This design comes from an exercise in tuning for small area and a short achievable clock period on the open sky130 flow, not from production work. At most, simulation tests tie the RTL to the original design; equivalence was not proved. The flow treats the clock pin as an ideal source. Dropping or thinning the clock tree relies on that and would not hold on a real chip. Power figures rest on the tool's default switching activity, not on a simulated workload.

## run 1
==> flow/design.v <==
`timescale 1ns / 1ps
module pooler(
    input         clk,
    input         ce,
    input         master_rst,
    input  [7:0]  data_in,
    output [7:0]  data_out,
    output        valid_op,
    output        end_op
    );
    localparam NP = 13;               
    reg        c0;                    
    reg [3:0]  pc;                    
    reg        r;                     
    reg [3:0]  band;                  
    reg        valid_q, end_q;
    reg [7:0]  h;
    reg [7:0]  sr [0:NP-2];
    integer    i;
    wire       gt  = data_in > h;
    wire       sel = gt | (~c0 & ~r);  
    wire [7:0] mx  = sel ? data_in : h;
    always @(posedge clk) begin
        if (ce && c0) begin
            for (i = NP-2; i > 0; i = i-1)
                sr[i] <= sr[i-1];
            sr[0] <= mx;
            h     <= sr[NP-2];
        end else if (ce && sel)
            h <= data_in;
    end
    always @(posedge clk) begin
        if (master_rst) begin
            c0 <= 1'b0; pc <= 4'd0; r <= 1'b0; band <= 4'd0;
            valid_q <= 1'b0; end_q <= 1'b0;
        end else begin
            valid_q <= ce & r & c0;
            end_q   <= ce & r & c0 & (pc == NP-1) & (band == NP-1);
            if (ce) begin
                c0 <= ~c0;
                if (c0) begin
                    if (pc == NP-1) begin
                        pc <= 4'd0;
                        r  <= ~r;
                        if (r)
                            band <= (band == NP-1) ? 4'd0 : band + 4'd1;
                    end else
                        pc <= pc + 4'd1;
                end
            end
        end
    end
    assign data_out = sr[0];
    assign valid_op = valid_q;
    assign end_op   = end_q;
endmodule
Settings: LEC_CHECK=0, CAP_MARGIN=20, CORE_MARGIN=2, CORE_UTILIZATION=40, CTS_BUF_LIST=sky130_fd_sc_hd__clkbuf_8, CTS_CLUSTER_DIAMETER=100, CTS_CLUSTER_SIZE=30, SETUP_SLACK_MARGIN=2.7, SLEW_MARGIN=20; clock period 4.5 ns.
run.sh (not shown) runs the stock make flow with config.mk's settings and CLKGATE_MAP_FILE= SYNTH_SCRIPT=/design/flow/synth_recipe.tcl, a recipe that flattens the netlist after the stock synthesis.
## Diff of input files: run 2 against run 1
- clearing SETUP_SLACK_MARGIN, which used to be 2.7
- clearing CTS_CLUSTER_SIZE, which used to be 30
- clearing CTS_CLUSTER_DIAMETER, which used to be 100
- clearing CTS_BUF_LIST, which used to be sky130_fd_sc_hd__clkbuf_8
Going from run 1 to run 2, via count of the first global-routing pass shrank by a few percent.
Per the comparison of run 2 with run 1, met1 layer wirelength in the final routing now smaller; area used by multi-input combinational logic lower; aggregate global-route resource usage decreased 0.48 points.
diff inputs: run 2 => run 3
- SETUP_SLACK_MARGIN now 2.7, previously not set
Results
Of run 3 and run 2, it is run 3 that has the higher buffering overhead.
The latest clock arrival within the worst-skew pair number comes out higher for run 2 vs run 3.
Between run 3 and run 2, it is run 3 whose worst stage delay on the critical path is lower, by 0.10 ns.
Share of the core filled with cells | run 3 above run 2
Taking run 2 as the reference, in run 3 xor and xnor fraction of the mapped netlist area neither gained nor lost much, fill cell instance count of the final layout lost 4.4%.
Relative to run 2, aggregate global-route resource usage has increased by 0.39 points in run 3.
Of the two values seen for library cell contributing the largest single delay on the critical path, sky130_fd_sc_hd__a211oi_2 was produced by run 3 and sky130_fd_sc_hd__clkdlybuf4s50_1 by run 2.
Clock slew at the register clock pins of the worst setup and hold paths essentially unchanged between run 3 and run 2.
Input changes introduced in run 4 (baseline for comparison: run 3):
- an added CTS_BUF_LIST of sky130_fd_sc_hd__clkbuf_4 sky130_fd_sc_hd__clkbuf_8
- an added CTS_CLUSTER_DIAMETER of 60
- an added CTS_CLUSTER_SIZE of 20
--- outcome ---
- Across run 4 and run 3, the outcome is the same: a clean finish for every run.
- Between run 4 and run 3, the final-layout worst hold slack does not differ in any meaningful way.
- As far as area share of xor/xnor cells in the synthesized design goes, run 4 and run 3 are indistinguishable; the numbers are identical.
- Between run 4 and run 3, the overall power is lower for run 4.
- In run 4 relative to run 3, number of fill cells in the layout had gone up by a few percent.
- The clock network area share of run 4 falls short of that of run 3 by 2.9 points.
- Across both runs, part of the power in combinational logic was higher for run 4 than for run 3.
- Run 4 vs. run 3: final worst-path setup slack now sits lower, layout overhead on the synthesized area down 4.9 points, routed wire length moved up, fraction of final layout cells sized beyond drive strength 1 level.
- Global-route usage over all layers delta (run 3 -> run 4): insignificant
No functional check of the RTL was part of any run of this note.

---

Setup of run A:
pooler, a different RTL version from the one above (not shown whole).
Size: about 4300 um2 of cells after synthesis.
Settings: LEC_CHECK=0, CAP_MARGIN=20, CORE_MARGIN=2, CORE_UTILIZATION=40, CTS_BUF_LIST=sky130_fd_sc_hd__clkbuf_8, CTS_CLUSTER_DIAMETER=100, CTS_CLUSTER_SIZE=30, SETUP_SLACK_MARGIN=2.8, SLEW_MARGIN=20, SYNTH_HIERARCHICAL=1; clock period 4.5 ns.
Input changes introduced in run B (baseline for comparison: run A):
==> flow/flow/run.sh (new file) <==
#!/bin/bash
# Own layout flow: the standard ORFS flow (standard synthesis, floorplan,
# power grid and taps unchanged), with
#  - port buffers of a plain buffer cell instead of a delay cell,
#  - resizing not restricted to the same cell footprint,
#  - clock tree synthesis without dummy loads.
# The make output goes to flow_make.log in the work folder; ORFS keeps each
# step's own log under orfs/logs.
set -euo pipefail
CTS="-sink_clustering_enable -repair_clock_nets -sink_clustering_size 30 -sink_clustering_max_diameter 100 -buf_list sky130_fd_sc_hd__clkbuf_8 -dont_use_dummy_load"
bash standard.sh \
  MATCH_CELL_FOOTPRINT=0 \
  "BUFFER_PORTS_ARGS=-buffer_cell sky130_fd_sc_hd__buf_2" \
  "CTS_ARGS=$CTS" \
  finish > flow_make.log 2>&1
==> flow/standard.sh (new file) <==
#!/bin/bash
# synth_recipe.tcl (not shown) runs the flow's synth.tcl, then flattens the netlist and writes it again
# the make line also repeats each setting of config.mk as NAME=value (left out here)
make -C /OpenROAD-flow-scripts/flow DESIGN_CONFIG=/design/flow/config.mk WORK_HOME=/design/flow/orfs CLKGATE_MAP_FILE= SYNTH_SCRIPT=/design/flow/synth_recipe.tcl "${@:-finish}"
removed: flow/run.sh
Notes after the runs:
- Changes observed in run B relative to run A: wire length on met1 rose about 0.4%; standby leakage power fell about 6.4%; worst hold-check slack about even; final area fell 4.6%.
- Compared to run A, run B has total power after layout about 13% lower.

---

Setup of job 6424:
pooler again, from the RTL that the note above started with.
clock: 4.5 ns
lec_check: 0
cap_margin: 20
core_margin: 2
core_utilization: 40
setup_slack_margin: 2.8
slew_margin: 20
synth_hierarchical: 1
standard.sh (not shown) runs the stock make flow with config.mk's settings and CLKGATE_MAP_FILE= SYNTH_SCRIPT=/design/flow/synth_recipe.tcl, a recipe that flattens the netlist after the stock synthesis.
==> flow/flow/run.sh <==
#!/bin/bash
# Own layout flow: the standard ORFS flow (standard synthesis,
# floorplan, power grid, taps, placement, routing unchanged), except
#  - port buffers of a plain buffer cell instead of a delay cell,
#  - resizing not restricted to the same cell footprint,
#  - the clock tree built by flow/cts.tcl instead of TritonCTS.
# Each tool's output goes to a log of its own in the work folder; ORFS also
# keeps each step's log under orfs/logs.
set -euo pipefail
KNOBS=(MATCH_CELL_FOOTPRINT=0 "BUFFER_PORTS_ARGS=-buffer_cell sky130_fd_sc_hd__buf_2")
bash standard.sh "${KNOBS[@]}" place > flow_place.log 2>&1
export PLATFORM_DIR=$FLOW_HOME/platforms/sky130hd
export RDIR=orfs/results/sky130hd/pooler/base
export DONT_USE="sky130_fd_sc_hd__probe_p_8 sky130_fd_sc_hd__probec_p_8 sky130_fd_sc_hd__lpflow_*"
export NLEAF=${NLEAF:-4} LEAFBUF=${LEAFBUF:-sky130_fd_sc_hd__clkbuf_16} ROOTBUF=${ROOTBUF:-sky130_fd_sc_hd__clkbuf_16}
export SETUP_MARGIN=${SETUP_MARGIN:-2.8}
openroad -no_init -exit flow/cts.tcl > flow_cts.log 2>&1
bash standard.sh "${KNOBS[@]}" SETUP_SLACK_MARGIN=3.0 finish > flow_finish.log 2>&1
Other scripts of this flow, unchanged in this note and not shown: flow/flow/cts.tcl
Inputs modified between job 6424 and job 817:
--- a/flow/flow/run.sh
+++ b/flow/flow/run.sh
@@ -17,2 +17,2 @@
 openroad -no_init -exit flow/cts.tcl > flow_cts.log 2>&1
-bash standard.sh "${KNOBS[@]}" SETUP_SLACK_MARGIN=3.0 finish > flow_finish.log 2>&1
+bash standard.sh "${KNOBS[@]}" finish > flow_finish.log 2>&1
--- a/flow/config.mk
+++ b/flow/config.mk
@@ -9,3 +9,3 @@
 export CORE_MARGIN = 2
-export CORE_UTILIZATION = 40
+export CORE_UTILIZATION = 60
 export SETUP_SLACK_MARGIN = 2.8
## What came out
When job 817 is set beside job 6424, its routing usage on met2 turns out to be 5.6 points larger.
Critical-path cell with the highest stage delay = sky130_fd_sc_hd__dfxtp_4: job 6424; critical-path cell with the highest stage delay = sky130_fd_sc_hd__dfxtp_2: job 817
Per the comparison of job 817 with job 6424, number of vias after detailed routing now sits lower; final critical path time including I/O delays and setup went down 17 ps.
Looking at area added between synthesis and finish across job 817 and job 6424, the one that comes out higher is job 6424.
Delta (job 817 minus job 6424): total power has decreased, sequential cell count has remained practically unchanged, switching portion of total power has decreased.
Diff job 6424 -> job 817 | area taken by multi-input logic gates | decrease of 31 um^2
Between job 6424 and job 817, the cell count went down.
Setup changes, job 817 to job 2713
--- a/flow/config.mk
+++ b/flow/config.mk
@@ -9,3 +9,3 @@
 export CORE_MARGIN = 2
-export CORE_UTILIZATION = 60
+export CORE_UTILIZATION = 40
 export SETUP_SLACK_MARGIN = 2.8
### Flow results
- Diff job 817 -> job 2713 | logic gate share of total power | decrease of 0.4 points
- From job 817 to job 2713 the numbers moved as follows: placed wire-length estimate barely changed; flip-flop and latch area barely changed; worst hold slack climbed 9.2 ps.
- Relative to job 817, the upper clock frequency limit of job 2713 is lower by 0.0048 GHz.
- Going from job 817 to job 2713, the wire length reported by the detailed router was found to have gone up by 280 um.
In every run of this note, the design's own scripts or RTL, not TritonCTS, make the clock network.

---

## job 101
pooler, a different RTL version from the one above (not shown whole).
For scale: about 240 cells after synthesis, ~21 I/O pins, roughly 4200 um^2 of cells after synthesis.
==> flow/config.mk <==
export PLATFORM = sky130hd
export DESIGN_NAME = pooler
export DESIGN_NICKNAME = pooler
export VERILOG_FILES = /design/flow/design.v
export SDC_FILE = /design/flow/constraint.sdc
export NUM_CORES = 4
export LEC_CHECK = 0
export CAP_MARGIN = 20
export CORE_MARGIN = 2
export CORE_UTILIZATION = 40
export PLACE_DENSITY = 0.8
export SETUP_SLACK_MARGIN = 2.8
export SLEW_MARGIN = 20
export SYNTH_HIERARCHICAL = 1
==> flow/constraint.sdc <==
create_clock -name core_clock -period 4.5 [get_ports {clk}]
set_input_delay 0.9000 -clock core_clock [delete_from_list [all_inputs] [get_ports {clk}]]
set_output_delay 0.9000 -clock core_clock [all_outputs]
set_load 0.01 [all_outputs]
==> flow/flow/run.sh <==
#!/bin/bash
# Own layout flow: the standard ORFS flow (standard synthesis,
# floorplan, power grid, taps, placement, routing unchanged), except
#  - port buffers of a plain buffer cell instead of a delay cell,
#  - resizing not restricted to the same cell footprint,
#  - the clock tree built by flow/cts.tcl instead of TritonCTS.
# Each tool's output goes to a log of its own in the work folder; ORFS also
# keeps each step's log under orfs/logs.
set -euo pipefail
KNOBS=(MATCH_CELL_FOOTPRINT=0 "BUFFER_PORTS_ARGS=-buffer_cell sky130_fd_sc_hd__buf_2")
bash standard.sh "${KNOBS[@]}" place > flow_place.log 2>&1
export PLATFORM_DIR=$FLOW_HOME/platforms/sky130hd
export RDIR=orfs/results/sky130hd/pooler/base
export DONT_USE="sky130_fd_sc_hd__probe_p_8 sky130_fd_sc_hd__probec_p_8 sky130_fd_sc_hd__lpflow_*"
export NLEAF=${NLEAF:-4} LEAFBUF=${LEAFBUF:-sky130_fd_sc_hd__clkbuf_16} ROOTBUF=${ROOTBUF:-sky130_fd_sc_hd__clkbuf_16}
export SETUP_MARGIN=${SETUP_MARGIN:-2.8}
openroad -no_init -exit flow/cts.tcl > flow_cts.log 2>&1
bash standard.sh "${KNOBS[@]}" finish > flow_finish.log 2>&1
==> flow/flow/cts.tcl <==
# Clock tree by hand, in place of TritonCTS (which builds a 16-leaf H-tree
# here): the clock sinks split into NLEAF balanced k-means clusters, one
# LEAFBUF buffer at each cluster's centre, the leaf buffers driven by the
# clock port directly (NLEAF <= 4) or through one ROOTBUF buffer. Then the
# same timing repair as ORFS's cts step, and its two results.
set P $::env(PLATFORM_DIR)
set R $::env(RDIR)
read_db $R/3_place.odb
read_liberty $P/lib/sky130_fd_sc_hd__tt_025C_1v80.lib
read_sdc $R/3_place.sdc
source $P/setRC.tcl
set_dont_use $::env(DONT_USE)

set K $::env(NLEAF)
set LEAF $::env(LEAFBUF)
set ROOT $::env(ROOTBUF)
set db [ord::get_db]
set block [ord::get_db_block]
set clk [$block findNet clk]
set sinks {}
foreach it [$clk getITerms] {
  set bb [[$it getInst] getBBox]
  lappend sinks [list $it [expr {([$bb xMin]+[$bb xMax])/2.0}] [expr {([$bb yMin]+[$bb yMax])/2.0}]]
}
set n [llength $sinks]
puts "clock sinks: $n"
set cx 0; set cy 0
foreach s $sinks { set cx [expr {$cx + [lindex $s 1]}]; set cy [expr {$cy + [lindex $s 2]}] }
set cx [expr {$cx / $n}]; set cy [expr {$cy / $n}]
set sorted [lsort -real -index 3 [lmap s $sinks {list {*}$s [expr {atan2([lindex $s 2]-$cy, [lindex $s 1]-$cx)}]}]]
set cent {}
for {set k 0} {$k < $K} {incr k} {
  set s [lindex $sorted [expr {int(($k + 0.5) * $n / $K)}]]
  lappend cent [list [lindex $s 1] [lindex $s 2]]
}
# balanced k-means: greedy nearest assignment, at most ceil(n/K) per cluster
set cap [expr {int(ceil(double($n) / $K))}]
for {set iter 0} {$iter < 30} {incr iter} {
  set pairs {}
  for {set i 0} {$i < $n} {incr i} {
    set s [lindex $sorted $i]
    for {set k 0} {$k < $K} {incr k} {
      set c [lindex $cent $k]
      lappend pairs [list [expr {abs([lindex $s 1]-[lindex $c 0]) + abs([lindex $s 2]-[lindex $c 1])}] $i $k]
    }
  }
  array unset asg; array unset cnt
  for {set k 0} {$k < $K} {incr k} { set cnt($k) 0 }
  foreach p [lsort -real -index 0 $pairs] {
    lassign $p d i k
    if {[info exists asg($i)] || $cnt($k) >= $cap} continue
    set asg($i) $k; incr cnt($k)
  }
  set new {}
  for {set k 0} {$k < $K} {incr k} {
    set sx 0; set sy 0; set m 0
    for {set i 0} {$i < $n} {incr i} {
      if {$asg($i) == $k} { set s [lindex $sorted $i]; set sx [expr {$sx+[lindex $s 1]}]; set sy [expr {$sy+[lindex $s 2]}]; incr m }
    }
    lappend new [list [expr {$sx/$m}] [expr {$sy/$m}]]
  }
  set cent $new
}
set leafin {}
for {set k 0} {$k < $K} {incr k} {
  set b [odb::dbInst_create $block [$db findMaster $LEAF] "clkbuf_leaf_$k"]
  set c [lindex $cent $k]
  $b setLocation [expr {int([lindex $c 0])}] [expr {int([lindex $c 1])}]
  $b setPlacementStatus PLACED
  set net [odb::dbNet_create $block "clknet_leaf_$k"]
  $net setSigType CLOCK
  [$b findITerm X] connect $net
  for {set i 0} {$i < $n} {incr i} {
    if {$asg($i) == $k} { set it [lindex [lindex $sorted $i] 0]; $it disconnect; $it connect $net }
  }
  lappend leafin [$b findITerm A]
  puts "leaf $k: $cnt($k) sinks at $c"
}
if {$ROOT ne "none"} {
  set sx 0; set sy 0
  foreach c $cent { set sx [expr {$sx+[lindex $c 0]}]; set sy [expr {$sy+[lindex $c 1]}] }
  set b [odb::dbInst_create $block [$db findMaster $ROOT] "clkbuf_root"]
  $b setLocation [expr {int($sx/$K)}] [expr {int($sy/$K)}]
  $b setPlacementStatus PLACED
  set net [odb::dbNet_create $block "clknet_root"]
  $net setSigType CLOCK
  [$b findITerm X] connect $net
  foreach a $leafin { $a connect $net }
  [$b findITerm A] connect $clk
} else {
  foreach a $leafin { $a connect $clk }
}
$clk setSigType CLOCK
global_connect
detailed_placement
set_propagated_clock [all_clocks]
estimate_parasitics -placement
report_clock_latency
puts "after tree: setup [worst_slack -max] hold [worst_slack -min]"
repair_timing -setup_margin $::env(SETUP_MARGIN) -hold_margin 0 -repair_tns 100 -verbose
detailed_placement
check_placement -verbose
estimate_parasitics -placement
puts "after repair: setup [worst_slack -max] hold [worst_slack -min]"
write_db $R/4_1_cts.odb
write_sdc -no_timestamp $R/4_cts.sdc
Here is what was changed in the inputs of job 102 compared with job 101.
diff --git a/flow/flow/run.sh b/flow/flow/run.sh
--- a/flow/flow/run.sh
+++ b/flow/flow/run.sh
@@ -9,5 +9,5 @@
 set -euo pipefail
 KNOBS=(MATCH_CELL_FOOTPRINT=0 "BUFFER_PORTS_ARGS=-buffer_cell sky130_fd_sc_hd__buf_2")
-bash standard.sh "${KNOBS[@]}" place > flow_place.log 2>&1
+bash standard.sh "${KNOBS[@]}" SETUP_SLACK_MARGIN=0 place > flow_place.log 2>&1
 export PLATFORM_DIR=$FLOW_HOME/platforms/sky130hd
 export RDIR=orfs/results/sky130hd/pooler/base
diff --git a/flow/config.mk b/flow/config.mk
--- a/flow/config.mk
+++ b/flow/config.mk
@@ -9,5 +9,4 @@
 export CORE_MARGIN = 2
 export CORE_UTILIZATION = 40
-export PLACE_DENSITY = 0.8
 export SETUP_SLACK_MARGIN = 2.8
 export SLEW_MARGIN = 20
==> run notes <==
Of job 101 and job 102, the run reporting the higher relative slew slack was job 102.
The run showing the smaller post-route cell area is job 102.
Looking at sequential cell fraction of total power, job 102 sits 0.2 points higher than job 101 does.
Total power: job 102 below job 101
Summary of job 102 over job 101: minimum clock period after layout increased 6.9 ps, worst slack at placement fell 110 ps, total number of nets in the final design moved up, HPWL after detailed placement down 5.4%.
Reported for job 101 and job 102, die area turned out identical to the last digit.
Compared with job 101, in job 102 number of placed instances with taps included did not really move, number of nets in the synthesized netlist shows no meaningful change.
#### Input delta (job 103 over job 102)
diff --git a/flow/flow/run.sh b/flow/flow/run.sh
--- a/flow/flow/run.sh
+++ b/flow/flow/run.sh
@@ -9,10 +9,10 @@
 set -euo pipefail
 KNOBS=(MATCH_CELL_FOOTPRINT=0 "BUFFER_PORTS_ARGS=-buffer_cell sky130_fd_sc_hd__buf_2")
-bash standard.sh "${KNOBS[@]}" SETUP_SLACK_MARGIN=0 place > flow_place.log 2>&1
+bash standard.sh "${KNOBS[@]}" place > flow_place.log 2>&1
 export PLATFORM_DIR=$FLOW_HOME/platforms/sky130hd
 export RDIR=orfs/results/sky130hd/pooler/base
 export DONT_USE="sky130_fd_sc_hd__probe_p_8 sky130_fd_sc_hd__probec_p_8 sky130_fd_sc_hd__lpflow_*"
 export NLEAF=${NLEAF:-4} LEAFBUF=${LEAFBUF:-sky130_fd_sc_hd__clkbuf_16} ROOTBUF=${ROOTBUF:-sky130_fd_sc_hd__clkbuf_16}
-export SETUP_MARGIN=${SETUP_MARGIN:-2.8}
+export SETUP_MARGIN=${SETUP_MARGIN:-2.85}
 openroad -no_init -exit flow/cts.tcl > flow_cts.log 2>&1
 bash standard.sh "${KNOBS[@]}" finish > flow_finish.log 2>&1
diff --git a/flow/config.mk b/flow/config.mk
--- a/flow/config.mk
+++ b/flow/config.mk
@@ -6,8 +6,9 @@
 export NUM_CORES = 4
 export LEC_CHECK = 0
+export ABC_AREA = 1
 export CAP_MARGIN = 20
 export CORE_MARGIN = 2
 export CORE_UTILIZATION = 40
-export SETUP_SLACK_MARGIN = 2.8
+export SETUP_SLACK_MARGIN = 2.85
 export SLEW_MARGIN = 20
 export SYNTH_HIERARCHICAL = 1
## What came out
Job 102 closes out successfully: all stages finished, all timing, DRC and antenna checks passed.
Job 103: PASS, flow complete, no timing, DRC or antenna violations
Job 103: half-perimeter wire length after detailed placement lower than job 102
Job 103 -> job 102: post-route fraction of the period consumed by the critical path flat
As far as aggregate negative setup slack goes, job 103 and job 102 are indistinguishable; the numbers are identical.
Cmp job 102 and job 103 / full die area / higher: job 103
Sort job 102 and job 103 by cell area after placement, descending, and job 103 comes first.
Modified inputs, job 104 compared to job 103
diff --git a/flow/flow/run.sh b/flow/flow/run.sh
--- a/flow/flow/run.sh
+++ b/flow/flow/run.sh
@@ -14,5 +14,5 @@
 export DONT_USE="sky130_fd_sc_hd__probe_p_8 sky130_fd_sc_hd__probec_p_8 sky130_fd_sc_hd__lpflow_*"
 export NLEAF=${NLEAF:-4} LEAFBUF=${LEAFBUF:-sky130_fd_sc_hd__clkbuf_16} ROOTBUF=${ROOTBUF:-sky130_fd_sc_hd__clkbuf_16}
-export SETUP_MARGIN=${SETUP_MARGIN:-2.85}
+export SETUP_MARGIN=${SETUP_MARGIN:-2.0}
 openroad -no_init -exit flow/cts.tcl > flow_cts.log 2>&1
 bash standard.sh "${KNOBS[@]}" finish > flow_finish.log 2>&1
diff --git a/flow/config.mk b/flow/config.mk
--- a/flow/config.mk
+++ b/flow/config.mk
@@ -6,9 +6,8 @@
 export NUM_CORES = 4
 export LEC_CHECK = 0
-export ABC_AREA = 1
 export CAP_MARGIN = 20
 export CORE_MARGIN = 2
 export CORE_UTILIZATION = 40
-export SETUP_SLACK_MARGIN = 2.85
+export SETUP_SLACK_MARGIN = 2.0
 export SLEW_MARGIN = 20
 export SYNTH_HIERARCHICAL = 1
--- outcome ---
Job 104 vs job 103 — half-perimeter wire length after detailed placement rose about 3.6%. Against job 103, final area in job 104 fell by a few percent. Diff job 103 -> job 104 | synthesized net count | decrease of 35. Routed wire length on job 104 is ahead of job 103. Cell count (job 103 / job 104): 1.10. Job 104 vs job 103: worst setup slack down in job 104.
No run of this note takes its clock network from TritonCTS; it comes from the design's own scripts or RTL.

-- port drivers added, routing unchanged --
No port has a modelled driver above. Below, the same layouts with a new extraction and two added sets of constraints.
Step 1: set_driving_cell puts a clkbuf_16 on clk and a buf_2 on each other input, an assumption about the parent block.
Step 2, shift: input delay + t, output delay - t, t = (earliest + latest rising clock arrival at the registers) / 2. This alone moves slack from input paths to output paths.
Three values: ideal ports, drivers, drivers and shift; two values: the first two.
run | shift t [ns] | setup WS [ns] | worst setup path after step 2
run 1 | 0.438 | 2.304 / 2.289 / 1.852 | input to register
run 2 | 0.532 | 1.841 / 1.844 / 1.312 | input to register
run 3 | 0.520 | 2.332 / 2.320 / 1.800 | input to register
run 4 | 0.438 | 2.282 / 2.270 / 1.832 | input to register
run A | 0.461 | 2.692 / 2.661 / 2.391 | input to register
run B | 0.441 | 2.717 / 2.685 / 2.397 | input to register
job 6424 | 0.366 | 2.763 / 2.728 / 2.404 | input to register
job 817 | 0.358 | 2.780 / 2.748 / 2.452 | input to register
job 2713 | 0.364 | 2.766 / 2.731 / 2.420 | input to register
job 101 | 0.362 | 2.775 / 2.743 / 2.434 | input to register
job 102 | 0.356 | 2.768 / 2.735 / 2.458 | input to register
job 103 | 0.364 | 2.763 / 2.729 / 2.539 | input to register
job 104 | 0.356 | 2.418 / 2.416 / 2.059 | input to register
After both steps every run listed still meets setup and hold. For run 3, which loses most, drivers alone change the setup slack by -0.012 ns; drivers and shift together by -0.532 ns.
